Source: an optimization exercise on an open RTL-to-GDS flow (aim: small area and a short achievable clock period). Production flows keep margins and buffers that such runs may drop. The RTL was checked by simulation tests, not by an equivalence proof against the original design. No activity file was given, so power comes from the tool's default toggle rates.

[flow/constraint.sdc]
create_clock -name core_clock -period 5.5 [get_ports {clk}]
set_input_delay 1.1000 -clock core_clock [delete_from_list [all_inputs] [get_ports {clk}]]
set_output_delay 1.1000 -clock core_clock [all_outputs]
set_load 0.01 [all_outputs]
[flow/config.mk]
export PLATFORM = sky130hd
export DESIGN_NAME = fir_gen
export DESIGN_NICKNAME = fir_gen
export VERILOG_FILES = /design/flow/design.v
export SDC_FILE = /design/flow/constraint.sdc
export NUM_CORES = 4
export LEC_CHECK = 0
export CAP_MARGIN = 20
export CORE_MARGIN = 2
export CORE_UTILIZATION = 50
export SETUP_SLACK_MARGIN = 2.5
export SLEW_MARGIN = 20
export SYNTH_HIERARCHICAL = 1
export SYNTH_MINIMUM_KEEP_SIZE = 0
export TNS_END_PERCENT = 30
[flow/standard.sh]
#!/bin/bash
# synth_recipe.tcl (not shown) runs the flow's synth.tcl, then flattens the netlist and writes it again
# the make line also repeats each setting of config.mk as NAME=value (left out here)
make -C /OpenROAD-flow-scripts/flow DESIGN_CONFIG=/design/flow/config.mk WORK_HOME=/design/flow/orfs CLKGATE_MAP_FILE= SYNTH_SCRIPT=/design/flow/synth_recipe.tcl "${@:-finish}"
[flow/flow/run.sh]
#!/bin/bash
# Own layout flow: the standard flow (standard.sh), with two changes after synthesis:
#  - the input and output port buffers are buf_1 cells (buffer_ports -buffer_cell)
#  - clock tree synthesis without dummy loads
# Each step's full output goes to its own log file in this folder.
set -euo pipefail
bash standard.sh synth > synth.log 2>&1
export BUFFER_PORTS_ARGS="-buffer_cell sky130_fd_sc_hd__buf_1"
export CTS_ARGS="-sink_clustering_enable -repair_clock_nets -dont_use_dummy_load"
bash standard.sh floorplan > floorplan.log 2>&1
bash standard.sh place > place.log 2>&1
bash standard.sh cts > cts.log 2>&1
bash standard.sh route > route.log 2>&1
bash standard.sh finish > finish.log 2>&1
test -f out/final.def
[flow/design.v]
module fir_gen (input clk, input reset, input Load_x,
    input signed [7:0] x_in, input signed [7:0] c_in, output signed [7:0] y_out);
reg [7:0] c0, c1, c2;
reg [3:0] xo, xt, xn;
reg [15:0] a2r0;
reg [15:0] a2r1;
reg [16:0] a1r0;
reg [16:0] a1r1;
reg [16:0] a1r2;
reg [2:0] yq;
reg [7:0] yg;
reg [7:0] yp;
wire [8:0] xe = {x_in, 1'b0};
wire [3:0] bo, bt, bn;
genvar gi;
generate for (gi = 0; gi < 4; gi = gi + 1) begin : rec
  assign bo[gi] = xe[2*gi+1] ^ xe[2*gi];
  assign bt[gi] = (xe[2*gi+2] & ~xe[2*gi+1] & ~xe[2*gi]) | (~xe[2*gi+2] & xe[2*gi+1] & xe[2*gi]);
  assign bn[gi] = xe[2*gi+2];
end endgenerate
wire [3:0] xon = Load_x ? bo : xo;
wire [3:0] xtn = Load_x ? bt : xt;
wire [3:0] xnn = Load_x ? bn : xn;
wire p1;
wire p2;
wire p3;
wire p4;
wire p5;
wire p6;
wire p7;
wire p8;
wire p9;
wire p10;
wire p11;
wire p12;
wire p13;
wire p14;
wire p15;
wire p16;
wire p17;
wire p18;
wire p19;
wire p20;
wire p21;
wire p22;
wire p23;
wire p24;
wire p25;
wire p26;
wire p27;
wire p28;
wire p29;
wire p30;
wire p31;
wire p32;
wire p33;
wire p34;
wire p35;
wire p36;
wire s37;
wire c38;
wire s39;
wire c40;
wire s41;
wire c42;
wire s43;
wire c44;
wire s45;
wire c46;
wire s47;
wire c48;
wire s49;
wire c50;
wire s51;
wire c52;
wire s53;
wire c54;
wire s55;
wire c56;
wire s57;
wire c58;
wire s59;
wire c60;
wire s61;
wire c62;
wire s63;
wire c64;
wire s65;
wire c66;
wire s67;
wire c68;
wire s69;
wire c70;
wire s71;
wire c72;
wire s73;
wire c74;
wire s75;
wire c76;
wire s77;
wire c78;
wire s79;
wire c80;
wire p81;
wire p82;
wire p83;
wire p84;
wire p85;
wire p86;
wire p87;
wire p88;
wire p89;
wire p90;
wire p91;
wire p92;
wire p93;
wire p94;
wire p95;
wire p96;
wire p97;
wire p98;
wire p99;
wire p100;
wire p101;
wire p102;
wire p103;
wire p104;
wire p105;
wire p106;
wire p107;
wire p108;
wire p109;
wire p110;
wire p111;
wire p112;
wire p113;
wire p114;
wire p115;
wire p116;
wire s117;
wire c118;
wire s119;
wire c120;
wire s121;
wire c122;
wire s123;
wire c124;
wire s125;
wire c126;
wire s127;
wire c128;
wire s129;
wire c130;
wire s131;
wire c132;
wire s133;
wire c134;
wire s135;
wire c136;
wire s137;
wire c138;
wire s139;
wire c140;
wire s141;
wire c142;
wire s143;
wire c144;
wire s145;
wire c146;
wire s147;
wire c148;
wire s149;
wire c150;
wire s151;
wire c152;
wire s153;
wire c154;
wire s155;
wire c156;
wire s157;
wire c158;
wire s159;
wire c160;
wire s161;
wire c162;
wire s163;
wire c164;
wire s165;
wire c166;
wire s167;
wire c168;
wire s169;
wire c170;
wire s171;
wire c172;
wire s173;
wire c174;
wire s175;
wire c176;
wire s177;
wire c178;
wire s179;
wire c180;
wire s181;
wire c182;
wire s183;
wire c184;
wire s185;
wire c186;
wire s187;
wire c188;
wire s189;
wire c190;
wire s191;
wire c192;
wire p193;
wire p194;
wire p195;
wire p196;
wire p197;
wire p198;
wire p199;
wire p200;
wire p201;
wire p202;
wire p203;
wire p204;
wire p205;
wire p206;
wire p207;
wire p208;
wire p209;
wire p210;
wire p211;
wire p212;
wire p213;
wire p214;
wire p215;
wire p216;
wire p217;
wire p218;
wire p219;
wire p220;
wire p221;
wire p222;
wire p223;
wire p224;
wire p225;
wire p226;
wire p227;
wire p228;
wire s229;
wire c230;
wire s231;
wire c232;
wire s233;
wire c234;
wire s235;
wire c236;
wire s237;
wire c238;
wire s239;
wire c240;
wire s241;
wire c242;
wire s243;
wire c244;
wire s245;
wire c246;
wire s247;
wire c248;
wire s249;
wire c250;
wire s251;
wire c252;
wire s253;
wire c254;
wire s255;
wire c256;
wire s257;
wire c258;
wire s259;
wire c260;
wire s261;
wire c262;
wire s263;
wire c264;
wire s265;
wire c266;
wire s267;
wire c268;
wire s269;
wire c270;
wire s271;
wire c272;
wire s273;
wire c274;
wire s275;
wire c276;
wire s277;
wire c278;
wire s279;
wire c280;
wire s281;
wire c282;
wire s283;
wire c284;
wire s285;
wire c286;
wire s287;
wire c288;
wire s289;
wire c290;
wire s291;
wire c292;
wire s293;
wire c294;
wire s295;
wire c296;
wire s297;
wire c298;
wire s299;
wire c300;
wire s301;
wire c302;
wire s303;
wire c304;
wire s305;
wire c306;
wire s307;
wire c308;
wire s309;
wire c310;
wire s311;
wire c312;
wire s313;
wire c314;
wire s315;
wire c316;
wire s317;
wire c318;
wire s319;
wire c320;
wire g321;
wire o322;
wire g323;
wire g324;
wire o325;
wire g326;
wire g327;
wire o328;
wire g329;
wire g330;
wire o331;
wire g332;
wire g333;
wire o334;
wire g335;
wire g336;
wire o337;
wire g338;
wire g339;
wire o340;
wire g341;
wire g342;
wire o343;
wire g344;
wire g345;
wire o346;
wire g347;
wire g348;
wire o349;
wire g350;
wire g351;
wire o352;
wire g353;
wire g354;
wire o355;
wire g356;
wire g357;
wire o358;
wire g359;
wire s360;
wire c361;
wire s362;
wire c363;
wire s364;
wire c365;
wire s366;
wire c367;
wire s368;
wire c369;
wire s370;
wire c371;
wire s372;
wire c373;
wire g374;
wire o375;
wire g376;
wire g377;
wire o378;
wire g379;
wire g380;
wire o381;
wire g382;
wire g383;
wire o384;
wire g385;
wire g386;
wire o387;
wire g388;
wire g389;
wire o390;
wire g391;
wire g392;
wire o393;
wire g394;
wire g395;
wire o396;
wire g397;
wire g398;
wire o399;
wire g400;
wire g401;
wire o402;
wire g403;
wire g404;
wire o405;
wire g406;
wire x407;
wire x408;
wire x409;
wire x410;
wire x411;
wire x412;
wire n413;
wire n414;
wire o415;
wire x416;
wire o417;
wire x418;
wire o419;
wire x420;
wire o421;
wire x422;
wire o423;
wire x424;
wire o425;
wire x426;
wire o427;
wire n428;
wire g429;
wire o430;
wire g431;
wire g432;
wire o433;
wire g434;
wire o435;
wire g436;
wire g437;
wire o438;
wire g439;
wire g440;
wire o441;
wire g442;
wire g443;
wire o444;
wire g445;
wire g446;
wire o447;
wire g448;
wire g449;
wire o450;
wire g451;
wire g452;
wire o453;
wire g454;
wire g455;
wire o456;
wire g457;
wire g458;
wire o459;
wire g460;
wire x461;
wire g462;
wire o463;
wire x464;
wire g465;
wire o466;
wire x467;
wire g468;
wire o469;
wire x470;
wire g471;
wire o472;
wire x473;
wire g474;
wire o475;
wire x476;
wire g477;
wire o478;
wire x479;
wire g480;
wire o481;
wire x482;
assign p1 = (xo[0] & c2[0]) ^ xn[0];
assign p2 = ((xo[0] & c2[1]) | (xt[0] & c2[0])) ^ xn[0];
assign p3 = ((xo[0] & c2[2]) | (xt[0] & c2[1])) ^ xn[0];
assign p4 = ((xo[0] & c2[3]) | (xt[0] & c2[2])) ^ xn[0];
assign p5 = ((xo[0] & c2[4]) | (xt[0] & c2[3])) ^ xn[0];
assign p6 = ((xo[0] & c2[5]) | (xt[0] & c2[4])) ^ xn[0];
assign p7 = ((xo[0] & c2[6]) | (xt[0] & c2[5])) ^ xn[0];
assign p8 = ((xo[0] & c2[7]) | (xt[0] & c2[6])) ^ xn[0];
assign p9 = ~(((xo[0] & c2[7]) | (xt[0] & c2[7])) ^ xn[0]);
assign p10 = (xo[1] & c2[0]) ^ xn[1];
assign p11 = ((xo[1] & c2[1]) | (xt[1] & c2[0])) ^ xn[1];
assign p12 = ((xo[1] & c2[2]) | (xt[1] & c2[1])) ^ xn[1];
assign p13 = ((xo[1] & c2[3]) | (xt[1] & c2[2])) ^ xn[1];
assign p14 = ((xo[1] & c2[4]) | (xt[1] & c2[3])) ^ xn[1];
assign p15 = ((xo[1] & c2[5]) | (xt[1] & c2[4])) ^ xn[1];
assign p16 = ((xo[1] & c2[6]) | (xt[1] & c2[5])) ^ xn[1];
assign p17 = ((xo[1] & c2[7]) | (xt[1] & c2[6])) ^ xn[1];
assign p18 = ~(((xo[1] & c2[7]) | (xt[1] & c2[7])) ^ xn[1]);
assign p19 = (xo[2] & c2[0]) ^ xn[2];
assign p20 = ((xo[2] & c2[1]) | (xt[2] & c2[0])) ^ xn[2];
assign p21 = ((xo[2] & c2[2]) | (xt[2] & c2[1])) ^ xn[2];
assign p22 = ((xo[2] & c2[3]) | (xt[2] & c2[2])) ^ xn[2];
assign p23 = ((xo[2] & c2[4]) | (xt[2] & c2[3])) ^ xn[2];
assign p24 = ((xo[2] & c2[5]) | (xt[2] & c2[4])) ^ xn[2];
assign p25 = ((xo[2] & c2[6]) | (xt[2] & c2[5])) ^ xn[2];
assign p26 = ((xo[2] & c2[7]) | (xt[2] & c2[6])) ^ xn[2];
assign p27 = ~(((xo[2] & c2[7]) | (xt[2] & c2[7])) ^ xn[2]);
assign p28 = (xo[3] & c2[0]) ^ xn[3];
assign p29 = ((xo[3] & c2[1]) | (xt[3] & c2[0])) ^ xn[3];
assign p30 = ((xo[3] & c2[2]) | (xt[3] & c2[1])) ^ xn[3];
assign p31 = ((xo[3] & c2[3]) | (xt[3] & c2[2])) ^ xn[3];
assign p32 = ((xo[3] & c2[4]) | (xt[3] & c2[3])) ^ xn[3];
assign p33 = ((xo[3] & c2[5]) | (xt[3] & c2[4])) ^ xn[3];
assign p34 = ((xo[3] & c2[6]) | (xt[3] & c2[5])) ^ xn[3];
assign p35 = ((xo[3] & c2[7]) | (xt[3] & c2[6])) ^ xn[3];
assign p36 = ~(((xo[3] & c2[7]) | (xt[3] & c2[7])) ^ xn[3]);
fa_cell us37 (.a(xn[1]), .b(p3), .c(p10), .s(s37), .co(c38));
fa_cell us39 (.a(xn[2]), .b(p5), .c(p12), .s(s39), .co(c40));
fa_cell us41 (.a(p6), .b(p13), .c(p20), .s(s41), .co(c42));
fa_cell us43 (.a(xn[3]), .b(p7), .c(p14), .s(s43), .co(c44));
fa_cell us45 (.a(p8), .b(p15), .c(p22), .s(s45), .co(c46));
assign s47 = ~(p9 ^ p16);
assign c48 = p9 | p16;
fa_cell us49 (.a(p17), .b(p24), .c(p31), .s(s49), .co(c50));
fa_cell us51 (.a(p18), .b(p25), .c(p32), .s(s51), .co(c52));
fa_cell us53 (.a(p4), .b(p11), .c(c38), .s(s53), .co(c54));
fa_cell us55 (.a(p21), .b(p28), .c(c42), .s(s55), .co(c56));
fa_cell us57 (.a(p29), .b(c44), .c(s45), .s(s57), .co(c58));
fa_cell us59 (.a(p23), .b(p30), .c(s47), .s(s59), .co(c60));
fa_cell us61 (.a(p26), .b(p33), .c(c52), .s(s61), .co(c62));
fa_cell us63 (.a(xn[0]), .b(p1), .c(xnn[0]), .s(s63), .co(c64));
fa_cell us65 (.a(p19), .b(s39), .c(xnn[2]), .s(s65), .co(c66));
fa_cell us67 (.a(s43), .b(xnn[3]), .c(s55), .s(s67), .co(c68));
fa_cell us69 (.a(c46), .b(s59), .c(c58), .s(s69), .co(c70));
fa_cell us71 (.a(c48), .b(s49), .c(c60), .s(s71), .co(c72));
fa_cell us73 (.a(p27), .b(p34), .c(c62), .s(s73), .co(c74));
fa_cell us75 (.a(c40), .b(s41), .c(c66), .s(s75), .co(c76));
fa_cell us77 (.a(c56), .b(s57), .c(c68), .s(s77), .co(c78));
fa_cell us79 (.a(c50), .b(s51), .c(c72), .s(s79), .co(c80));
assign p81 = (xo[0] & c1[0]) ^ xn[0];
assign p82 = ((xo[0] & c1[1]) | (xt[0] & c1[0])) ^ xn[0];
assign p83 = ((xo[0] & c1[2]) | (xt[0] & c1[1])) ^ xn[0];
assign p84 = ((xo[0] & c1[3]) | (xt[0] & c1[2])) ^ xn[0];
assign p85 = ((xo[0] & c1[4]) | (xt[0] & c1[3])) ^ xn[0];
assign p86 = ((xo[0] & c1[5]) | (xt[0] & c1[4])) ^ xn[0];
assign p87 = ((xo[0] & c1[6]) | (xt[0] & c1[5])) ^ xn[0];
assign p88 = ((xo[0] & c1[7]) | (xt[0] & c1[6])) ^ xn[0];
assign p89 = ~(((xo[0] & c1[7]) | (xt[0] & c1[7])) ^ xn[0]);
assign p90 = (xo[1] & c1[0]) ^ xn[1];
assign p91 = ((xo[1] & c1[1]) | (xt[1] & c1[0])) ^ xn[1];
assign p92 = ((xo[1] & c1[2]) | (xt[1] & c1[1])) ^ xn[1];
assign p93 = ((xo[1] & c1[3]) | (xt[1] & c1[2])) ^ xn[1];
assign p94 = ((xo[1] & c1[4]) | (xt[1] & c1[3])) ^ xn[1];
assign p95 = ((xo[1] & c1[5]) | (xt[1] & c1[4])) ^ xn[1];
assign p96 = ((xo[1] & c1[6]) | (xt[1] & c1[5])) ^ xn[1];
assign p97 = ((xo[1] & c1[7]) | (xt[1] & c1[6])) ^ xn[1];
assign p98 = ~(((xo[1] & c1[7]) | (xt[1] & c1[7])) ^ xn[1]);
assign p99 = (xo[2] & c1[0]) ^ xn[2];
assign p100 = ((xo[2] & c1[1]) | (xt[2] & c1[0])) ^ xn[2];
assign p101 = ((xo[2] & c1[2]) | (xt[2] & c1[1])) ^ xn[2];
assign p102 = ((xo[2] & c1[3]) | (xt[2] & c1[2])) ^ xn[2];
assign p103 = ((xo[2] & c1[4]) | (xt[2] & c1[3])) ^ xn[2];
assign p104 = ((xo[2] & c1[5]) | (xt[2] & c1[4])) ^ xn[2];
assign p105 = ((xo[2] & c1[6]) | (xt[2] & c1[5])) ^ xn[2];
assign p106 = ((xo[2] & c1[7]) | (xt[2] & c1[6])) ^ xn[2];
assign p107 = ~(((xo[2] & c1[7]) | (xt[2] & c1[7])) ^ xn[2]);
assign p108 = (xo[3] & c1[0]) ^ xn[3];
assign p109 = ((xo[3] & c1[1]) | (xt[3] & c1[0])) ^ xn[3];
assign p110 = ((xo[3] & c1[2]) | (xt[3] & c1[1])) ^ xn[3];
assign p111 = ((xo[3] & c1[3]) | (xt[3] & c1[2])) ^ xn[3];
assign p112 = ((xo[3] & c1[4]) | (xt[3] & c1[3])) ^ xn[3];
assign p113 = ((xo[3] & c1[5]) | (xt[3] & c1[4])) ^ xn[3];
assign p114 = ((xo[3] & c1[6]) | (xt[3] & c1[5])) ^ xn[3];
assign p115 = ((xo[3] & c1[7]) | (xt[3] & c1[6])) ^ xn[3];
assign p116 = ~(((xo[3] & c1[7]) | (xt[3] & c1[7])) ^ xn[3]);
ha_cell us117 (.a(a2r0[6]), .b(a2r1[6]), .s(s117), .co(c118));
fa_cell us119 (.a(a2r0[1]), .b(a2r1[1]), .c(p82), .s(s119), .co(c120));
fa_cell us121 (.a(a2r0[2]), .b(a2r1[2]), .c(p83), .s(s121), .co(c122));
fa_cell us123 (.a(a2r0[3]), .b(p84), .c(p91), .s(s123), .co(c124));
fa_cell us125 (.a(a2r0[4]), .b(a2r1[4]), .c(p85), .s(s125), .co(c126));
fa_cell us127 (.a(a2r0[5]), .b(p86), .c(p93), .s(s127), .co(c128));
fa_cell us129 (.a(s117), .b(p87), .c(p94), .s(s129), .co(c130));
fa_cell us131 (.a(a2r0[7]), .b(c118), .c(p88), .s(s131), .co(c132));
fa_cell us133 (.a(p95), .b(p102), .c(p109), .s(s133), .co(c134));
fa_cell us135 (.a(a2r0[8]), .b(a2r1[8]), .c(p89), .s(s135), .co(c136));
fa_cell us137 (.a(p96), .b(p103), .c(p110), .s(s137), .co(c138));
fa_cell us139 (.a(a2r0[9]), .b(a2r1[9]), .c(p97), .s(s139), .co(c140));
fa_cell us141 (.a(a2r0[10]), .b(p98), .c(p105), .s(s141), .co(c142));
fa_cell us143 (.a(a2r0[11]), .b(a2r1[11]), .c(p106), .s(s143), .co(c144));
fa_cell us145 (.a(a2r0[12]), .b(p107), .c(p114), .s(s145), .co(c146));
fa_cell us147 (.a(a2r0[13]), .b(a2r1[13]), .c(p115), .s(s147), .co(c148));
fa_cell us149 (.a(p90), .b(c120), .c(s121), .s(s149), .co(c150));
fa_cell us151 (.a(p92), .b(p99), .c(c124), .s(s151), .co(c152));
fa_cell us153 (.a(p100), .b(c126), .c(s127), .s(s153), .co(c154));
fa_cell us155 (.a(p101), .b(p108), .c(c128), .s(s155), .co(c156));
fa_cell us157 (.a(c130), .b(s131), .c(s133), .s(s157), .co(c158));
fa_cell us159 (.a(c132), .b(c134), .c(s135), .s(s159), .co(c160));
fa_cell us161 (.a(p104), .b(p111), .c(c136), .s(s161), .co(c162));
fa_cell us163 (.a(p112), .b(c140), .c(s141), .s(s163), .co(c164));
fa_cell us165 (.a(p113), .b(c142), .c(s143), .s(s165), .co(c166));
fa_cell us167 (.a(a2r0[14]), .b(p116), .c(c148), .s(s167), .co(c168));
fa_cell us169 (.a(a2r0[0]), .b(p81), .c(xnn[0]), .s(s169), .co(c170));
fa_cell us171 (.a(c122), .b(s123), .c(c150), .s(s171), .co(c172));
fa_cell us173 (.a(s125), .b(xnn[2]), .c(s151), .s(s173), .co(c174));
fa_cell us175 (.a(s129), .b(xnn[3]), .c(c154), .s(s175), .co(c176));
fa_cell us177 (.a(s137), .b(c158), .c(s159), .s(s177), .co(c178));
fa_cell us179 (.a(c138), .b(s139), .c(c160), .s(s179), .co(c180));
fa_cell us181 (.a(c144), .b(s145), .c(c166), .s(s181), .co(c182));
fa_cell us183 (.a(c152), .b(s153), .c(c174), .s(s183), .co(c184));
fa_cell us185 (.a(c156), .b(s157), .c(c176), .s(s185), .co(c186));
fa_cell us187 (.a(s161), .b(c178), .c(s179), .s(s187), .co(c188));
fa_cell us189 (.a(c162), .b(s163), .c(c180), .s(s189), .co(c190));
fa_cell us191 (.a(c146), .b(s147), .c(c182), .s(s191), .co(c192));
assign p193 = (xo[0] & c0[0]) ^ xn[0];
assign p194 = ((xo[0] & c0[1]) | (xt[0] & c0[0])) ^ xn[0];
assign p195 = ((xo[0] & c0[2]) | (xt[0] & c0[1])) ^ xn[0];
assign p196 = ((xo[0] & c0[3]) | (xt[0] & c0[2])) ^ xn[0];
assign p197 = ((xo[0] & c0[4]) | (xt[0] & c0[3])) ^ xn[0];
assign p198 = ((xo[0] & c0[5]) | (xt[0] & c0[4])) ^ xn[0];
assign p199 = ((xo[0] & c0[6]) | (xt[0] & c0[5])) ^ xn[0];
assign p200 = ((xo[0] & c0[7]) | (xt[0] & c0[6])) ^ xn[0];
assign p201 = ~(((xo[0] & c0[7]) | (xt[0] & c0[7])) ^ xn[0]);
assign p202 = (xo[1] & c0[0]) ^ xn[1];
assign p203 = ((xo[1] & c0[1]) | (xt[1] & c0[0])) ^ xn[1];
assign p204 = ((xo[1] & c0[2]) | (xt[1] & c0[1])) ^ xn[1];
assign p205 = ((xo[1] & c0[3]) | (xt[1] & c0[2])) ^ xn[1];
assign p206 = ((xo[1] & c0[4]) | (xt[1] & c0[3])) ^ xn[1];
assign p207 = ((xo[1] & c0[5]) | (xt[1] & c0[4])) ^ xn[1];
assign p208 = ((xo[1] & c0[6]) | (xt[1] & c0[5])) ^ xn[1];
assign p209 = ((xo[1] & c0[7]) | (xt[1] & c0[6])) ^ xn[1];
assign p210 = ~(((xo[1] & c0[7]) | (xt[1] & c0[7])) ^ xn[1]);
assign p211 = (xo[2] & c0[0]) ^ xn[2];
assign p212 = ((xo[2] & c0[1]) | (xt[2] & c0[0])) ^ xn[2];
assign p213 = ((xo[2] & c0[2]) | (xt[2] & c0[1])) ^ xn[2];
assign p214 = ((xo[2] & c0[3]) | (xt[2] & c0[2])) ^ xn[2];
assign p215 = ((xo[2] & c0[4]) | (xt[2] & c0[3])) ^ xn[2];
assign p216 = ((xo[2] & c0[5]) | (xt[2] & c0[4])) ^ xn[2];
assign p217 = ((xo[2] & c0[6]) | (xt[2] & c0[5])) ^ xn[2];
assign p218 = ((xo[2] & c0[7]) | (xt[2] & c0[6])) ^ xn[2];
assign p219 = ~(((xo[2] & c0[7]) | (xt[2] & c0[7])) ^ xn[2]);
assign p220 = (xo[3] & c0[0]) ^ xn[3];
assign p221 = ((xo[3] & c0[1]) | (xt[3] & c0[0])) ^ xn[3];
assign p222 = ((xo[3] & c0[2]) | (xt[3] & c0[1])) ^ xn[3];
assign p223 = ((xo[3] & c0[3]) | (xt[3] & c0[2])) ^ xn[3];
assign p224 = ((xo[3] & c0[4]) | (xt[3] & c0[3])) ^ xn[3];
assign p225 = ((xo[3] & c0[5]) | (xt[3] & c0[4])) ^ xn[3];
assign p226 = ((xo[3] & c0[6]) | (xt[3] & c0[5])) ^ xn[3];
assign p227 = ((xo[3] & c0[7]) | (xt[3] & c0[6])) ^ xn[3];
assign p228 = ~(((xo[3] & c0[7]) | (xt[3] & c0[7])) ^ xn[3]);
ha_cell us229 (.a(a1r0[6]), .b(a1r1[6]), .s(s229), .co(c230));
ha_cell us231 (.a(a1r0[4]), .b(a1r1[4]), .s(s231), .co(c232));
ha_cell us233 (.a(a1r0[5]), .b(p198), .s(s233), .co(c234));
fa_cell us235 (.a(a1r2[6]), .b(s229), .c(p199), .s(s235), .co(c236));
ha_cell us237 (.a(p206), .b(p213), .s(s237), .co(c238));
fa_cell us239 (.a(a1r0[7]), .b(c230), .c(p200), .s(s239), .co(c240));
fa_cell us241 (.a(p207), .b(p214), .c(p221), .s(s241), .co(c242));
fa_cell us243 (.a(a1r0[8]), .b(a1r1[8]), .c(p201), .s(s243), .co(c244));
fa_cell us245 (.a(p208), .b(p215), .c(p222), .s(s245), .co(c246));
fa_cell us247 (.a(a1r0[9]), .b(p209), .c(p216), .s(s247), .co(c248));
fa_cell us249 (.a(a1r0[10]), .b(a1r1[10]), .c(p210), .s(s249), .co(c250));
fa_cell us251 (.a(a1r0[11]), .b(a1r1[11]), .c(a1r2[11]), .s(s251), .co(c252));
ha_cell us253 (.a(a1r0[2]), .b(a1r1[2]), .s(s253), .co(c254));
ha_cell us255 (.a(a1r0[3]), .b(p196), .s(s255), .co(c256));
fa_cell us257 (.a(s231), .b(p197), .c(p204), .s(s257), .co(c258));
fa_cell us259 (.a(c232), .b(p205), .c(p212), .s(s259), .co(c260));
fa_cell us261 (.a(p220), .b(c234), .c(s237), .s(s261), .co(c262));
fa_cell us263 (.a(c238), .b(c236), .c(s239), .s(s263), .co(c264));
fa_cell us265 (.a(c240), .b(c242), .c(s243), .s(s265), .co(c266));
fa_cell us267 (.a(p223), .b(c244), .c(c246), .s(s267), .co(c268));
fa_cell us269 (.a(p217), .b(p224), .c(c248), .s(s269), .co(c270));
fa_cell us271 (.a(s251), .b(p218), .c(p225), .s(s271), .co(c272));
fa_cell us273 (.a(a1r0[12]), .b(c252), .c(p219), .s(s273), .co(c274));
ha_cell us275 (.a(a1r0[1]), .b(a1r1[1]), .s(s275), .co(c276));
fa_cell us277 (.a(s253), .b(p195), .c(p202), .s(s277), .co(c278));
fa_cell us279 (.a(c254), .b(p203), .c(s255), .s(s279), .co(c280));
fa_cell us281 (.a(p211), .b(c256), .c(s257), .s(s281), .co(c282));
fa_cell us283 (.a(s233), .b(c258), .c(s259), .s(s283), .co(c284));
fa_cell us285 (.a(c260), .b(s235), .c(s261), .s(s285), .co(c286));
fa_cell us287 (.a(s241), .b(c262), .c(s263), .s(s287), .co(c288));
fa_cell us289 (.a(s245), .b(c264), .c(s265), .s(s289), .co(c290));
fa_cell us291 (.a(s247), .b(c266), .c(s267), .s(s291), .co(c292));
fa_cell us293 (.a(s249), .b(c268), .c(s269), .s(s293), .co(c294));
fa_cell us295 (.a(c250), .b(s271), .c(c270), .s(s295), .co(c296));
fa_cell us297 (.a(p226), .b(c272), .c(s273), .s(s297), .co(c298));
fa_cell us299 (.a(a1r0[13]), .b(p227), .c(c274), .s(s299), .co(c300));
fa_cell us301 (.a(a1r0[14]), .b(a1r1[14]), .c(p228), .s(s301), .co(c302));
ha_cell us303 (.a(a1r0[0]), .b(p193), .s(s303), .co(c304));
ha_cell us305 (.a(p194), .b(s275), .s(s305), .co(c306));
ha_cell us307 (.a(c276), .b(s277), .s(s307), .co(c308));
ha_cell us309 (.a(c278), .b(s279), .s(s309), .co(c310));
ha_cell us311 (.a(c280), .b(s281), .s(s311), .co(c312));
ha_cell us313 (.a(c282), .b(s283), .s(s313), .co(c314));
ha_cell us315 (.a(c284), .b(s285), .s(s315), .co(c316));
ha_cell us317 (.a(c286), .b(s287), .s(s317), .co(c318));
ha_cell us319 (.a(c288), .b(s289), .s(s319), .co(c320));
assign g321 = s305 & c304;
assign o322 = c306 | g321;
assign g323 = s305 & s303;
assign g324 = s309 & c308;
assign o325 = c310 | g324;
assign g326 = s309 & s307;
assign g327 = s313 & c312;
assign o328 = c314 | g327;
assign g329 = s313 & s311;
assign g330 = s317 & c316;
assign o331 = c318 | g330;
assign g332 = s317 & s315;
assign g333 = s307 & o322;
assign o334 = c308 | g333;
assign g335 = s307 & g323;
assign g336 = g326 & o322;
assign o337 = o325 | g336;
assign g338 = g326 & g323;
assign g339 = s315 & o328;
assign o340 = c316 | g339;
assign g341 = s315 & g329;
assign g342 = g332 & o328;
assign o343 = o331 | g342;
assign g344 = g332 & g329;
assign g345 = s311 & o337;
assign o346 = c312 | g345;
assign g347 = s311 & g338;
assign g348 = g329 & o337;
assign o349 = o328 | g348;
assign g350 = g329 & g338;
assign g351 = g341 & o337;
assign o352 = o340 | g351;
assign g353 = g341 & g338;
assign g354 = g344 & o337;
assign o355 = o343 | g354;
assign g356 = g344 & g338;
assign g357 = s319 & o355;
assign o358 = c320 | g357;
assign g359 = s319 & g356;
ha_cell us360 (.a(c290), .b(s291), .s(s360), .co(c361));
ha_cell us362 (.a(c292), .b(s293), .s(s362), .co(c363));
ha_cell us364 (.a(c294), .b(s295), .s(s364), .co(c365));
ha_cell us366 (.a(c296), .b(s297), .s(s366), .co(c367));
ha_cell us368 (.a(c298), .b(s299), .s(s368), .co(c369));
ha_cell us370 (.a(c300), .b(s301), .s(s370), .co(c371));
ha_cell us372 (.a(a1r0[15]), .b(c302), .s(s372), .co(c373));
assign g374 = s362 & c361;
assign o375 = c363 | g374;
assign g376 = s362 & s360;
assign g377 = s366 & c365;
assign o378 = c367 | g377;
assign g379 = s366 & s364;
assign g380 = s370 & c369;
assign o381 = c371 | g380;
assign g382 = s370 & s368;
assign g383 = s364 & o375;
assign o384 = c365 | g383;
assign g385 = s364 & g376;
assign g386 = g379 & o375;
assign o387 = o378 | g386;
assign g388 = g379 & g376;
assign g389 = s372 & o381;
assign o390 = c373 | g389;
assign g391 = s372 & g382;
assign g392 = s372 & o381;
assign o393 = c373 | g392;
assign g394 = s372 & g382;
assign g395 = s368 & o387;
assign o396 = c369 | g395;
assign g397 = s368 & g388;
assign g398 = g382 & o387;
assign o399 = o381 | g398;
assign g400 = g382 & g388;
assign g401 = g391 & o387;
assign o402 = o390 | g401;
assign g403 = g391 & g388;
assign g404 = g394 & o387;
assign o405 = o393 | g404;
assign g406 = g394 & g388;
assign x407 = s362 ^ c361;
assign x408 = s364 ^ o375;
assign x409 = s366 ^ o384;
assign x410 = s368 ^ o387;
assign x411 = s370 ^ o396;
assign x412 = s372 ^ o399;
assign n413 = ~o402;
assign n414 = ~s360;
assign o415 = c361 | s360;
assign x416 = s362 ^ o415;
assign o417 = o375 | g376;
assign x418 = s364 ^ o417;
assign o419 = o384 | g385;
assign x420 = s366 ^ o419;
assign o421 = o387 | g388;
assign x422 = s368 ^ o421;
assign o423 = o396 | g397;
assign x424 = s370 ^ o423;
assign o425 = o399 | g400;
assign x426 = s372 ^ o425;
assign o427 = o402 | g403;
assign n428 = ~o427;
assign g429 = s319 & c318;
assign o430 = c320 | g429;
assign g431 = s319 & s317;
assign g432 = yq[2] & yq[0];
assign o433 = yq[1] | g432;
assign g434 = yp[1] & yg[0];
assign o435 = yg[1] | g434;
assign g436 = yp[1] & yp[0];
assign g437 = yp[3] & yg[2];
assign o438 = yg[3] | g437;
assign g439 = yp[3] & yp[2];
assign g440 = yp[5] & yg[4];
assign o441 = yg[5] | g440;
assign g442 = yp[5] & yp[4];
assign g443 = yp[2] & o435;
assign o444 = yg[2] | g443;
assign g445 = yp[2] & g436;
assign g446 = g439 & o435;
assign o447 = o438 | g446;
assign g448 = g439 & g436;
assign g449 = yp[6] & o441;
assign o450 = yg[6] | g449;
assign g451 = yp[6] & g442;
assign g452 = yp[4] & o447;
assign o453 = yg[4] | g452;
assign g454 = yp[4] & g448;
assign g455 = g442 & o447;
assign o456 = o441 | g455;
assign g457 = g442 & g448;
assign g458 = g451 & o447;
assign o459 = o450 | g458;
assign g460 = g451 & g448;
assign x461 = yp[0] ^ o433;
assign g462 = yp[0] & o433;
assign o463 = yg[0] | g462;
assign x464 = yp[1] ^ o463;
assign g465 = g436 & o433;
assign o466 = o435 | g465;
assign x467 = yp[2] ^ o466;
assign g468 = g445 & o433;
assign o469 = o444 | g468;
assign x470 = yp[3] ^ o469;
assign g471 = g448 & o433;
assign o472 = o447 | g471;
assign x473 = yp[4] ^ o472;
assign g474 = g454 & o433;
assign o475 = o453 | g474;
assign x476 = yp[5] ^ o475;
assign g477 = g457 & o433;
assign o478 = o456 | g477;
assign x479 = yp[6] ^ o478;
assign g480 = g460 & o433;
assign o481 = o459 | g480;
assign x482 = yp[7] ^ o481;
always @(posedge clk or posedge reset)
  if (reset) begin
    xo <= 4'd0; xt <= 4'd0; xn <= 4'd0; c0 <= 8'd0; c1 <= 8'd0; c2 <= 8'd0;
    a2r0 <= 16'd22016; a2r1 <= 16'd0; a1r0 <= 17'd43776; a1r1 <= 17'd0; a1r2 <= 17'd0; yq <= 3'd0; yg <= 8'd0; yp <= 8'd0;
  end else begin
    xo <= xon; xt <= xtn; xn <= xnn;
    if (!Load_x) begin c2 <= c_in; c1 <= c2; c0 <= c1; end
    a2r0 <= {1'b0,p36,p35,s73,c80,s79,s71,c78,s77,c76,s75,c54,s53,s37,p2,s63};
    a2r1 <= {1'b0,1'b0,c74,1'b0,s61,1'b0,c70,s69,1'b0,s67,1'b0,s65,1'b0,xnn[1],c64,1'b0};
    a1r0 <= {1'b0,c168,c192,s191,s181,c190,c188,s187,c186,s185,c184,s183,c172,s171,xnn[1],s119,s169};
    a1r1 <= {1'b0,1'b0,s167,1'b0,1'b0,c164,s189,1'b0,s177,1'b0,s155,1'b0,s173,1'b0,s149,c170,1'b0};
    a1r2 <= {1'b0,1'b0,1'b0,1'b0,1'b0,s165,1'b0,1'b0,1'b0,1'b0,s175,1'b0,1'b0,1'b0,1'b0,1'b0,1'b0};
    yq <= {g431,o430,o352};
    yg <= {1'b0,c373,c371,c369,c367,c365,c363,c361};
    yp <= {1'b1,s372,s370,s368,s366,s364,s362,s360};
  end
assign y_out = {x482,x479,x476,x473,x470,x467,x464,x461};
endmodule
module fa_cell (input a, input b, input c, output s, output co);
assign {co, s} = a + b + c;
endmodule
module ha_cell (input a, input b, output s, output co);
assign {co, s} = a + b;
endmodule
==> impl_metrics.json, run 1 <==
{
  "outcome": "timing/DRC/antenna clean",
  "tritoncts": "built",
  "overflow": 0,
  "rr_endpoint": "yq[2]",
  "drv_cap": 0,
  "worst_slack_ps": 2510,
  "synth_xor_area_share_pct": 13.6,
  "num-nets-final": 726,
  "rsz0062_at_grt": "true",
  "pre_cts_ws_ps": 2090,
  "mostFrequentLayoutCells": "xnor2_1, fa_1, a22oi_1, dfrtp_1, mux2_2",
  "slowest_stage": "or4_1",
  "synth_top_family_by_area": "adder cells",
  "slew_headroom_pct": 56.2,
  "met3WireLength_um": 473,
  "p_leak_nw": 3.10,
  "hold_buffers": 0,
  "yosysTopAreaCell": "dfrtp_1",
  "wl_per_cell_um": 19.9,
  "avgSynthCellArea_sq_um": 12.2,
  "tritoncts.num_buffers": 9,
  "holdPathEnd": "a1r0[1]",
  "yosysSeqAreaShare_pct": 34.4,
  "finalHoldViolations": 0,
  "fin_setup_tns_ps": 0,
  "clkLatencyLatePin_ps": 350,
  "worst_slew_pin_slew_ps": 657,
  "power.density_nw_per_um2": 619,
  "hpwl_mm": 10.4,
  "vias": 4534,
  "hp-class": "reg2reg",
  "worstPathRequired_ps": 4400,
  "path_cells": "a21o_1 > o2bb2ai_4 > or4_1 > o211a_1 > buf_1",
  "grt_max_degree": 52,
  "synth-simple-area-share_pct": 2.79,
  "cts_root_buf": "clkbuf_16",
  "ant_nets": 0,
  "die_x_um": 126,
  "r2r_slack_ps": 2550,
  "grt_pass1_wl_mm": 25.6,
  "start_util_pct": 51.0,
  "crit_fanout": 5,
  "wl_met2_mm": 7.91,
  "max_stage_delay_ps": 510,
  "max_freq_ghz": 0.335,
  "layout.cells.most_common": "xnor2_1",
  "area_growth_pct": 6.71,
  "die_y_um": 126,
  "dr.pass1.iters": 5,
  "min_path_cells": 1,
  "syn_nets": 738,
  "pin_count": 27,
  "cts_sinks": 101,
  "worst-endpoint-arrival_ps": 1890,
  "clock_path_buffers": 2,
  "nFillCells": 1253,
  "timing.final.crit_period_ps": 2990,
  "drt_wl_total_mm": 15.4,
  "path_clk_slew_ps": 60,
  "path_delay_family": "simple AND/OR/NAND/NOR gates",
  "critPathKind": "reg2out",
  "drt_iter0_drc": 249,
  "yosysTopAreaCellShare_pct": 31.2,
  "antenna_found_initial": 0,
  "ys_types": 37,
  "io_buffer_count": 26,
  "cp_num_buf_inv": 1,
  "reg2regPathDepth": 7,
  "rows": 44,
  "top_layer_used": "met4",
  "setup_viol": 0,
  "grt_usage_pct": 20.6,
  "drive_above_1_share_pct": 15.4,
  "startpoint_type": "flop",
  "die-area_sq_um": 15800,
  "vdd_drop_max_mv": 0.211,
  "finalCritPeriodShare_pct": 54.3,
  "cts_htree_levels": 3,
  "coreArea_sq_um": 14500,
  "drc": 0,
  "cp-end-kind": "output port",
  "synth.area.top_cells": "dfrtp_1, fa_1, xnor2_1",
  "synthesis.area_sq_um": 7390,
  "syn_inst": 605,
  "fin_skew_ps": 13.1,
  "n_antenna_cell": 0,
  "grt_pass1_vias": 4952,
  "synthAdderAreaFrac_pct": 28.3,
  "ys_warn_count": 7,
  "avgViaCountPerCell": 5.85,
  "hp-start": "a2r1[1]",
  "r2r-start": "xt[1]",
  "synthMuxAreaShare_pct": 4.57,
  "gp_congestion": 0.826,
  "slew_violations": 0,
  "routedLengthMet1_mm": 6.86,
  "synth-compound-area-share_pct": 11.8,
  "ys_ff_latch": 101
}
-- Yosys stat by module, one instance, submodules excluded --
module | flops+latches | copies in the design | area (sq um) | cells
fir_gen | 101 | 1 | 5330 | 493
fa_cell | 0 | 88 | 20.0 | 1
ha_cell | 0 | 24 | 12.5 | 1
-- power breakdown --
group	internal (mW)	leakage, nW	switching [mW]
registers	1.12	1.17	0.269
logic	1.46	1.81	1.48
clock network	0.289	0.111	0.252
total	2.88	3.10	2.00
-- registers in the layout (all words and copies together) (netlist names), 4 cells and up --
name / count
xn: 4
a2r0: 15
c2: 8
xo: 4
c0: 8
yp: 8
a1r1: 8
a1r0: 15
yg: 7
a2r1: 7
c1: 8
xt: 4
-- worst max-delay path by stage --
stage / cells past startpoint / endpoint / slack [ps] / startpoint
2_1_floorplan: 9 / yq[2] / 2460 / xo[0]
3_3_place_gp: 7 / yq[2] / 2150 / xo[0]
3_5_place_dp: 7 / yq[2] / 2090 / xo[1]
4_1_cts: 5 / y_out[7] / 2420 / yp[2]
5_1_grt: 5 / y_out[7] / 2430 / yp[4]
6_report: 5 / y_out[6] / 2510 / yp[3]
-- through the flow --
stage	power [mW]	hold slack (ps)	std cells	area (sq um)	util [%]
6_report	4.88	556	775	7880	54.4
5_1_grt	5.47	576	775	7880	54.4
4_1_cts	4.93	556	766	7750	53.6
3_5_place_dp	4.35	541	755	7480	51.7
3_3_place_gp	4.16	551	755	7480	51.7
2_1_floorplan	3.63	512	605	7390	-
-- repair_timing --
item                                    in CTS  in global routing
pin swaps                                    0                  3
resized for setup                           17                 11
buffers inserted                             2                  8
gates cloned                                 0                  0
endpoints found under the setup margin      29                 13
hold endpoints to repair                     0                  0
-- cell type report --
type / instances / area (sq um) / share of cell area, %
Tap cell: 184 / 230 / 2.92
Timing Repair Buffer: 47 / 282 / 3.57
Inverter: 6 / 26.3 / 0.333
Clock buffer: 9 / 225 / 2.86
Multi-Input combinational cell: 428 / 4550 / 57.7
Sequential cell: 101 / 2570 / 32.6
-- cells in the mapped netlist --
master     count
o311ai_1       1
a31oi_1        1
inv_1          6
conb_1         1
fa_1          88
clkbuf_2       1
and2_1         1
a21oi_1       13
o2bb2ai_2      1
dfrtp_1       92
dfstp_2        9
xnor2_1      102
nand3_1        1
nand2b_1       1
a21o_1         4
xor2_1        13
buf_4          8
nand3b_1       2
or2_2          1
ha_1          26
mux2_2        30
a311oi_1       2
buf_1          8
or3b_2         1
o211a_1        1
or4_1          2
a2bb2oi_1      1
buf_2         15
o21ai_0       13
a21oi_2        1
clkbuf_1      38
nor3_1         5
o21ai_1        1
a22oi_1       84
nor2_1        13
nor4_1         1
nand2_1       17
-- cells by family (layout without fill, tap and decap cells) --
kind of cell,count (synthesis),after routing
AO/OA/AOI/OAI,123,123
XOR/XNOR,115,115
adder cells (fa/ha/maj),114,114
flip-flops,101,101
buffers and inverters,76,62
AND/OR/NAND/NOR,45,45
multiplexers,30,30
other,1,1
-- layer usage --
layer	vias to the layer above	track usage (%)
met5	-	0
met4	0	6.73
met3	13	2.95
met2	93	34.2
met1	2416	28.1
li1	2012	-
==> inputs of run 2 (changes only) <==
--- a/flow/config.mk
+++ b/flow/config.mk
@@ -9,4 +9,5 @@
 export CORE_MARGIN = 2
 export CORE_UTILIZATION = 50
+export PLACE_DENSITY = 0.75
 export SETUP_SLACK_MARGIN = 2.5
 export SLEW_MARGIN = 20
==> impl_metrics.json, run 2 <==
{
  "outcome": "timing/DRC/antenna clean",
  "nFillCells": 1134,
  "drive_above_1_share_pct": 17.6,
  "overflow": 0,
  "slew_headroom_pct": 45.3,
  "wl_per_cell_um": 20.1,
  "pin_count": 27,
  "vias": 4729,
  "cts_htree_levels": 3,
  "fin_skew_ps": 12.6,
  "yosysSeqAreaShare_pct": 34.4,
  "top_regs": "a1r0 x15, a2r0 x15",
  "syn_nets": 738,
  "rsz0062_at_grt": "true",
  "slowest_stage": "or4_4",
  "hp-class": "reg2reg",
  "synth_common_cells": "xnor2_1, dfrtp_1, fa_1, a22oi_1, clkbuf_1",
  "startpoint_type": "flop",
  "max_freq_ghz": 0.339,
  "yosysTopAreaCellShare_pct": 31.2,
  "fin_setup_tns_ps": 0,
  "io_buffer_count": 26,
  "rows": 44,
  "tritoncts": "built",
  "yosysMostFrequentCell": "xnor2_1",
  "vdd_drop_max_mv": 0.202,
  "worstPathRequired_ps": 4400,
  "ys.flop_type": "dfrtp_1",
  "p_comb_share_pct": 60.7,
  "die_y_um": 126,
  "grt_max_degree": 87,
  "dr.pass1.iters": 5,
  "clkLatencyLatePin_ps": 360,
  "whs_ps": 548,
  "synth.area.top_cells": "dfrtp_1, fa_1, xnor2_1",
  "ys_ff_latch": 101,
  "ys_types": 37,
  "worst-endpoint-arrival_ps": 1850,
  "cp-end-kind": "output port",
  "grt_pass1_wl_mm": 25.3,
  "coreArea_sq_um": 14500,
  "synth-edff-count": 0,
  "p_leak_nw": 3.18,
  "gp_congestion": 0.824,
  "setup_viol": 0,
  "cts_root_buf": "clkbuf_16",
  "max_stage_delay_ps": 530,
  "start_util_pct": 51.0,
  "yosysTopAreaCell": "dfrtp_1",
  "p_int_mw": 2.91,
  "power.switching_mw": 2.05,
  "finalCritPeriodShare_pct": 53.7,
  "timing.final.crit_period_ps": 2950,
  "clock_path_buffers": 2,
  "cts_sinks": 101,
  "drt_wl_total_mm": 15.8,
  "p_sw_share_pct": 41.3,
  "slew_violations": 0,
  "cp_num_buf_inv": 1,
  "path_delay_family": "simple AND/OR/NAND/NOR gates",
  "power.density_nw_per_um2": 617,
  "layout.cells.most_common": "xnor2_1",
  "path_clk_slew_ps": 70,
  "mostFrequentLayoutCells": "xnor2_1, fa_1, dfrtp_1, a22oi_1, mux2_2",
  "avgViaCountPerCell": 6.02,
  "ant_nets": 0,
  "drt_iter0_drc": 310,
  "hpwl_mm": 10.2,
  "ys_warn_count": 7,
  "grt_usage_pct": 20.1,
  "drc": 0,
  "drv_cap": 0,
  "grt_pass1_vias": 5020,
  "die_x_um": 126,
  "syn_inst": 605,
  "avgSynthCellArea_sq_um": 12.2,
  "crit_fanout": 5,
  "final_core_util_pct": 55.5,
  "num-nets-final": 736,
  "path_cells": "a21oi_4 > nor3_4 > or4_4 > o311ai_4 > buf_2",
  "power.share.sequential_pct": 28.2,
  "clock_power_share_pct": 11.1,
  "synthesis.area_sq_um": 7390,
  "finalHoldViolations": 0,
  "worst_slew_pin_slew_ps": 820,
  "area_growth_pct": 8.74,
  "critPathKind": "reg2out",
  "tritoncts.num_buffers": 9,
  "antenna_found_initial": 0,
  "die-area_sq_um": 15800,
  "synth-async-reset-ratio_pct": 100,
  "n_antenna_cell": 0
}
## run 2: timing repair
item                                    in CTS  in global routing
endpoints found under the setup margin      26                 11
hold buffers                                 0                  0
setup buffers                                2                 21
pin swaps                                    0                  4
resized for setup                           20                 16
## run 2: metrics by stage
step                      cell area [sq um]  std cells  setup WS (ps)  power, mW
after floorplan                        7390        605           2460       3.63
after global placement                 7470        753           2190       4.11
after detailed placement               7470        753           2100       4.34
after CTS                              7740        764           2430       4.92
after global routing                   8030        785           2460       5.53
final                                  8030        785           2550       4.95
## run 2: area by class of cell
cell class | instances | area (sq um) | share of cell area [%]
Clock buffer | 9 | 225 | 2.80
Inverter | 6 | 26.3 | 0.327
Multi-Input combinational cell | 428 | 4600 | 57.2
Sequential cell | 101 | 2570 | 32.0
Tap cell | 184 | 230 | 2.87
Timing Repair Buffer | 57 | 384 | 4.78
## run 2: modules after synthesis (local to each module, per instance)
module,cell area (sq um),cells inside
fa_cell,20.0,1
ha_cell,12.5,1
fir_gen,5330,493
## run 2: worst reg2reg max path: stages (launching register included)
cell     delay (ps)
dfrtp_4         570
o21ai_1         200
xor2_1          190
fa_1            460
fa_1            520
fa_1            420
ha_1            300
a21o_1          170
## run 2: worst paths after layout
check / from / end / slack (ps) / cells after the start
max in group asynchronous: reset / xo[2] / 3600 / 3
worst max register to register: xo[0] / yq[1] / 2550 / 7
worst max-delay path: yq[2] / y_out[7] / 2550 / 5
worst min register to register: a2r1[1] / a1r0[1] / 550 / 1
worst min-delay path: a2r1[1] / a1r0[1] / 550 / 1
min in group asynchronous: reset / yg[0] / 720 / 2
## run 2: kinds of logic (layout without fill, tap and decap cells)
group	after synthesis	count (layout)	share of synthesized area [%]
AOI/OAI and AO/OA	123	123	11.8
xor gates and xnor gates	115	115	13.6
adders and majority gates	114	114	28.3
buffers and inverters	76	72	4.54
DFF	101	101	34.4
muxes	30	30	4.57
other	1	1	0.0508
and+or+nand+nor	45	45	2.79
## run 2: per-layer routing
metal / share of wire [%] / track usage [%] / vias to the layer above / routed length [um]
li1: - / - / 2029 / -
met1: 42 / 26.2 / 2481 / 6630
met2: 50 / 33.6 / 177 / 7960
met3: 4.9 / 3.47 / 42 / 772
met4: 2.7 / 7.78 / 0 / 426
met5: 0 / 0 / - / 0
## run 2: power by group through the flow
| stage | sequential (mW) | clock [mW] | combinational (mW) |
|---|---|---|---|
| 2_1_floorplan | 1.25 | 0 | 2.38 |
| 3_3_place_gp | 1.40 | 0 | 2.71 |
| 3_5_place_dp | 1.42 | 0 | 2.93 |
| 4_1_cts | 1.40 | 0.560 | 2.95 |
| 5_1_grt | 1.43 | 0.581 | 3.52 |
| 6_report | 1.40 | 0.551 | 3.01 |
==> inputs of run 3 (changes only) <==
--- a/flow/config.mk
+++ b/flow/config.mk
@@ -8,6 +8,6 @@
 export CAP_MARGIN = 20
 export CORE_MARGIN = 2
-export CORE_UTILIZATION = 50
-export PLACE_DENSITY = 0.75
+export CORE_UTILIZATION = 60
+export PLACE_DENSITY = 0.7
 export SETUP_SLACK_MARGIN = 2.5
 export SLEW_MARGIN = 20
==> impl_metrics.json, run 3 <==
{
  "critPathKind": "reg2out",
  "tritoncts": "built",
  "finalHoldViolations": 0,
  "yosysTopAreaCell": "dfrtp_1",
  "yosysTopAreaCellShare_pct": 31.2,
  "hp-start": "a2r0[0]",
  "io_buffer_count": 26,
  "worst-endpoint-arrival_ps": 1900,
  "avgSynthCellArea_sq_um": 12.2,
  "fin_setup_tns_ps": 0,
  "tritoncts.num_buffers": 9,
  "whs_ps": 554,
  "p_sw_share_pct": 40.7,
  "synth.area.top_cells": "dfrtp_1, fa_1, xnor2_1",
  "clock_power_share_pct": 11.1,
  "grt_pass1_wl_mm": 24.6,
  "antenna_found_initial": 0,
  "slew_headroom_pct": 52.7,
  "synth-async-reset-ratio_pct": 100,
  "overflow": 0,
  "ant_nets": 0,
  "area_growth_pct": 6.89,
  "hpwl_mm": 10.0,
  "clock_path_buffers": 2,
  "syn_nets": 738,
  "path_clk_slew_ps": 70,
  "drt_iter0_drc": 338,
  "ys_ff_latch": 101,
  "r2r-start": "xo[1]",
  "pin_count": 27,
  "rr_endpoint": "a1r0[9]",
  "ys.flop_type": "dfrtp_1",
  "r2r_slack_ps": 2550,
  "vias": 4561,
  "finalCritPeriodShare_pct": 54.5,
  "cts_htree_levels": 3,
  "grt_usage_pct": 24.0,
  "p_comb_share_pct": 60.2,
  "drv_cap": 0,
  "rows": 40,
  "regArea_sq_um": 2570,
  "timing.final.crit_period_ps": 3000,
  "grt_max_degree": 54,
  "outcome": "timing/DRC/antenna clean",
  "p_int_mw": 2.86,
  "coreArea_sq_um": 12000,
  "crit_fanout": 5,
  "reg2regPathDepth": 7,
  "start_util_pct": 61.5,
  "max_freq_ghz": 0.334,
  "power.share.sequential_pct": 28.7,
  "vdd_drop_max_mv": 0.242,
  "holdPathEnd": "a1r0[0]",
  "top_regs": "a1r0 x15, a2r0 x15",
  "die_y_um": 115,
  "avgViaCountPerCell": 6.12,
  "synth_common_cells": "xnor2_1, dfrtp_1, fa_1, a22oi_1, clkbuf_1",
  "ys_warn_count": 7,
  "grt_pass1_vias": 4926,
  "ys_types": 37,
  "yosysMostFrequentCell": "xnor2_1",
  "cts_sinks": 101,
  "die-area_sq_um": 13200,
  "worst_slew_pin_slew_ps": 710,
  "nFillCells": 873,
  "clkLatencyLatePin_ps": 350,
  "multi_input_area_sq_um": 4560,
  "syn_inst": 605,
  "setup_viol": 0,
  "wl_per_cell_um": 20.1,
  "cp-end-kind": "output port",
  "p_leak_nw": 3.13,
  "die_x_um": 115,
  "gp_congestion": 0.839,
  "layout.cells.most_common": "xnor2_1",
  "mostFrequentLayoutCells": "xnor2_1, fa_1, a22oi_1, dfrtp_1, mux2_2",
  "dr.pass1.iters": 5,
  "fin_skew_ps": 12.6,
  "startpoint_type": "flop",
  "power.density_nw_per_um2": 610,
  "min_path_cells": 1,
  "synthesis.area_sq_um": 7390,
  "rsz0062_at_grt": "true",
  "synth-edff-count": 0,
  "hold_buffers": 0,
  "num-nets-final": 733,
  "drive_above_1_share_pct": 16.9,
  "power.switching_mw": 1.96,
  "drt_wl_total_mm": 15.0,
  "worstPathRequired_ps": 4400,
  "yosysSeqAreaShare_pct": 34.4,
  "hp-class": "reg2reg",
  "cts_root_buf": "clkbuf_16",
  "slew_violations": 0,
  "n_antenna_cell": 0,
  "drc": 0
}
run 3: changes by cell type in the layout (fill, tap and decap cells not counted), sizes merged:
cell    before  now
buf         54   53
clkbuf      12   10
run 3: cells by family (layout without fill, tap and decap cells):
family          Yosys count  after routing  synth area share, %
flops                   101            101                 34.4
fa+ha+maj               114            114                 28.3
buf+inv                  76             69                 4.54
compound gates          123            123                 11.8
simple gates             45             45                 2.79
mux                      30             30                 4.57
other cells               1              1               0.0508
xor+xnor                115            115                 13.6
run 3: worst max path at each step:
| stage | startpoint | endpoint | cells after the start |
|---|---|---|---|
| finish | yp[3] | y_out[7] | 5 |
| global route | yp[3] | y_out[7] | 5 |
| CTS | yp[2] | y_out[7] | 5 |
| detailed placement | xo[1] | a1r0[9] | 7 |
| global placement | xt[1] | yq[2] | 7 |
| floorplan | xo[0] | yq[2] | 9 |
run 3: layer usage:
metal	track usage, %	routed length (um)	part of all wire (%)
met5	0	0	0
met4	7.31	225	1.5
met3	3.06	669	4.5
met2	40.3	7550	50
met1	33.3	6560	44
run 3: area by class of cell:
cell class	count	share of cell area [%]
Timing Repair Buffer	54	4.23
Inverter	6	0.333
Sequential cell	101	32.6
Clock buffer	9	2.85
Multi-Input combinational cell	428	57.7
Tap cell	147	2.33
run 3: worst max-delay path, cell delays in order (launching register included):
cell       delay (ps)
dfrtp_1           400
a21o_1            200
o2bb2ai_4         150
or4_1             530
o311ai_1          100
buf_2             180
run 3: through the flow:
step | util (%) | cell area (sq um) | std cells | worst slack [ps] | total power, mW
after floorplan | - | 7390 | 605 | 2460 | 3.63
after global placement | 62.1 | 7460 | 721 | 2220 | 4.11
after detailed placement | 62.1 | 7460 | 721 | 2140 | 4.29
after CTS | 64.8 | 7780 | 738 | 2470 | 4.86
after global routing | 65.7 | 7900 | 745 | 2460 | 5.43
final | 65.7 | 7900 | 745 | 2500 | 4.82
run 3: timing repair:
item / CTS / global route
pin swaps: 0 / 5
gates resized for setup: 18 / 12
setup endpoints to repair: 24 / 13
gates cloned: 0 / 0
setup buffers: 8 / 7
run 3: per-module statistics from Yosys, one instance, submodules excluded:
module | copies in the design | cells inside | area, sq um
ha_cell | 24 | 1 | 12.5
fir_gen | 1 | 493 | 5330
fa_cell | 88 | 1 | 20.0
run 3: power by group through the flow:
stage / Clock, mW / Combinational [mW] / Sequential, mW
after floorplan: 0 / 2.38 / 1.25
after global placement: 0 / 2.72 / 1.39
after detailed placement: 0 / 2.88 / 1.41
after CTS: 0.546 / 2.93 / 1.39
after global routing: 0.572 / 3.45 / 1.42
final: 0.535 / 2.90 / 1.38
==> inputs of run 4 (changes only) <==
--- a/flow/config.mk
+++ b/flow/config.mk
@@ -8,5 +8,5 @@
 export CAP_MARGIN = 20
 export CORE_MARGIN = 2
-export CORE_UTILIZATION = 60
+export CORE_UTILIZATION = 50
 export PLACE_DENSITY = 0.7
 export SETUP_SLACK_MARGIN = 2.5
==> impl_metrics.json, run 4 <==
{
  "fin_skew_ps": 14.4,
  "syn_inst": 605,
  "drt_wl_total_mm": 14.7,
  "grt_usage_pct": 19.2,
  "area_growth_pct": 6.67,
  "synth-edff-count": 0,
  "ys_warn_count": 7,
  "rsz0062_at_grt": "true",
  "p_sw_share_pct": 40.8,
  "start_util_pct": 51.0,
  "p_int_mw": 2.84,
  "yosysTopAreaCellShare_pct": 31.2,
  "crit_fanout": 5,
  "outcome": "timing/DRC/antenna clean",
  "power.switching_mw": 1.96,
  "syn_nets": 738,
  "cts_root_buf": "clkbuf_16",
  "drv_cap": 0,
  "ys_ff_latch": 101,
  "setup_viol": 0,
  "die-area_sq_um": 15800,
  "synth_common_cells": "xnor2_1, dfrtp_1, fa_1, a22oi_1, clkbuf_1",
  "grt_pass1_vias": 4935,
  "antenna_found_initial": 0,
  "io_buffer_count": 26,
  "coreArea_sq_um": 14500,
  "mostFrequentLayoutCells": "xnor2_1, fa_1, a22oi_1, dfrtp_1, mux2_2",
  "n_antenna_cell": 0,
  "tritoncts.num_buffers": 9,
  "p_total_mw": 4.80,
  "slew_headroom_pct": 62.3,
  "yosysTopAreaCell": "dfrtp_1",
  "yosysMostFrequentCell": "xnor2_1",
  "worstPathRequired_ps": 4400,
  "cp-end-kind": "output port",
  "die_y_um": 126,
  "p_comb_share_pct": 59.8,
  "ys_types": 37,
  "gp_congestion": 0.849,
  "tritoncts": "built",
  "hpwl_mm": 9.82,
  "nFillCells": 1178,
  "synthesis.area_sq_um": 7390,
  "dr.pass1.iters": 4,
  "worst-endpoint-arrival_ps": 1860,
  "synth.area.top_cells": "dfrtp_1, fa_1, xnor2_1",
  "finalHoldViolations": 0,
  "die_x_um": 126,
  "finalCritPeriodShare_pct": 53.8,
  "hp-class": "reg2reg",
  "whs_ps": 553,
  "startpoint_type": "flop",
  "drc": 0,
  "wl_per_cell_um": 19.1,
  "top_regs": "a1r0 x15, a2r0 x15",
  "overflow": 0,
  "drt_iter0_drc": 267,
  "avgSynthCellArea_sq_um": 12.2,
  "path_clk_slew_ps": 70,
  "max_freq_ghz": 0.338,
  "min_path_cells": 1,
  "fin_setup_tns_ps": 0,
  "critPathKind": "reg2out",
  "clock_power_share_pct": 11.1,
  "ant_nets": 0,
  "drive_above_1_share_pct": 15.5,
  "grt_pass1_wl_mm": 24.5,
  "rows": 44,
  "cts_htree_levels": 3,
  "avgViaCountPerCell": 5.90,
  "power.share.sequential_pct": 29.0,
  "clkLatencyLatePin_ps": 340,
  "layout.cells.most_common": "xnor2_1",
  "power.density_nw_per_um2": 610,
  "cts_sinks": 101,
  "vdd_drop_max_mv": 0.224,
  "final_core_util_pct": 54.4,
  "timing.final.crit_period_ps": 2960,
  "reg2regPathDepth": 7,
  "grt_max_degree": 102,
  "worst_slew_pin_slew_ps": 565,
  "clock_path_buffers": 2,
  "p_leak_nw": 3.08,
  "vias": 4558,
  "synth-async-reset-ratio_pct": 100,
  "num-nets-final": 723,
  "ys.flop_type": "dfrtp_1",
  "slew_violations": 0,
  "yosysSeqAreaShare_pct": 34.4,
  "pin_count": 27
}
[run 4: cell counts after synthesis]
No cell type changed its count.
[run 4: layout make-up]
type	count	area [sq um]	area share, %
multi-input combinational	428	4550	57.8
sequential	101	2580	32.7
timing repair buffer	44	269	3.41
tap	184	230	2.92
clock buffer	9	225	2.86
inverter	6	26.3	0.333
[run 4: final timing paths]
path / from / slack, ps / end
worst max-delay path: yp[3] / 2540 / y_out[6]
worst min-delay path: a2r0[0] / 550 / a1r0[0]
worst max register to register: xo[0] / 2560 / a1r0[9]
worst min register to register: a2r0[0] / 550 / a1r0[0]
max in group asynchronous: reset / 4130 / xn[0]
min in group asynchronous: reset / 890 / a2r1[13]
[run 4: kinds of logic after synthesis]
group	after synthesis	share of synthesized area, %
AOI/OAI and AO/OA	123	11.8
adders and majority gates	114	28.3
and+or+nand+nor	45	2.79
xor gates and xnor gates	115	13.6
other	1	0.0508
buffers and inverters	76	4.54
muxes	30	4.57
DFF	101	34.4
[run 4: what timing repair did]
action                                  in CTS  in global routing
hold buffers                                 0                  0
hold endpoints to repair                     0                  0
setup buffers                                7                  3
endpoints found under the setup margin      26                 13
pin swaps                                    2                  1
resized for setup                           25                 11
[run 4: power by group through the flow]
stage	combinational, mW	sequential, mW	clock, mW
floorplan	2.38	1.25	0
global placement	2.72	1.40	0
detailed placement	2.87	1.42	0
CTS	2.92	1.40	0.549
global route	3.39	1.43	0.574
finish	2.87	1.39	0.534
[run 4: critical path, cell delays in order, from the launching register on]
cell	delay (ps)
dfrtp_1	400
a21o_1	190
o2bb2ai_2	150
or4_1	510
o211a_1	140
buf_1	120
[run 4: modules after synthesis (local to each module, per instance)]
| module | cell area [sq um] | times used | cells inside |
|---|---|---|---|
| fir_gen | 5330 | 1 | 493 |
| ha_cell | 12.5 | 24 | 1 |
| fa_cell | 20.0 | 88 | 1 |
[run 4: per-layer routing]
layer	share of wire, %	global-route usage [%]
met1	43	25.4
met2	51	33.2
met3	4.5	2.78
met4	1.3	5.75
met5	0	0
[run 4: metrics by stage]
stage / instances / worst slack [ps] / instance area, sq um
final: 772 / 2540 / 7880
after global routing: 772 / 2470 / 7880
after CTS: 769 / 2500 / 7820
after detailed placement: 753 / 2140 / 7480
after global placement: 753 / 2170 / 7480
after floorplan: 605 / 2460 / 7390

[static timing again, ports no longer ideal]
Ports are ideal in the flow. The routed layouts listed here were re-timed in OpenROAD. Step 1 sets driving cells, clkbuf_16 on the clock port and buf_2 on the other inputs (assumed; they add their load-dependent delay and slew). Step 2 adds t to the input delays and takes it off the output delays; t is the mean of the earliest and latest rising clock arrival at the registers after step 1. Input paths then give back, and output paths get back, about the clock's delay inside the block. Slacks: ideal / step 1 / step 2; pairs: ideal / step 1.
| run | t (ns) | setup slack, ns | latest minus earliest clock arrival (ns) |
|---|---|---|---|
| run 1 | 0.386 | 2.514 / 2.473 / 2.341 | 0.013 / 0.013 |
| run 2 | 0.392 | 2.549 / 2.508 / 2.331 | 0.013 / 0.013 |
| run 3 | 0.382 | 2.505 / 2.462 / 2.462 | 0.013 / 0.013 |
| run 4 | 0.375 | 2.541 / 2.502 / 2.440 | 0.014 / 0.014 |
After both steps every run listed still meets setup and hold. For run 2, which loses most, drivers alone change the setup slack by -0.041 ns; drivers and shift together by -0.218 ns.
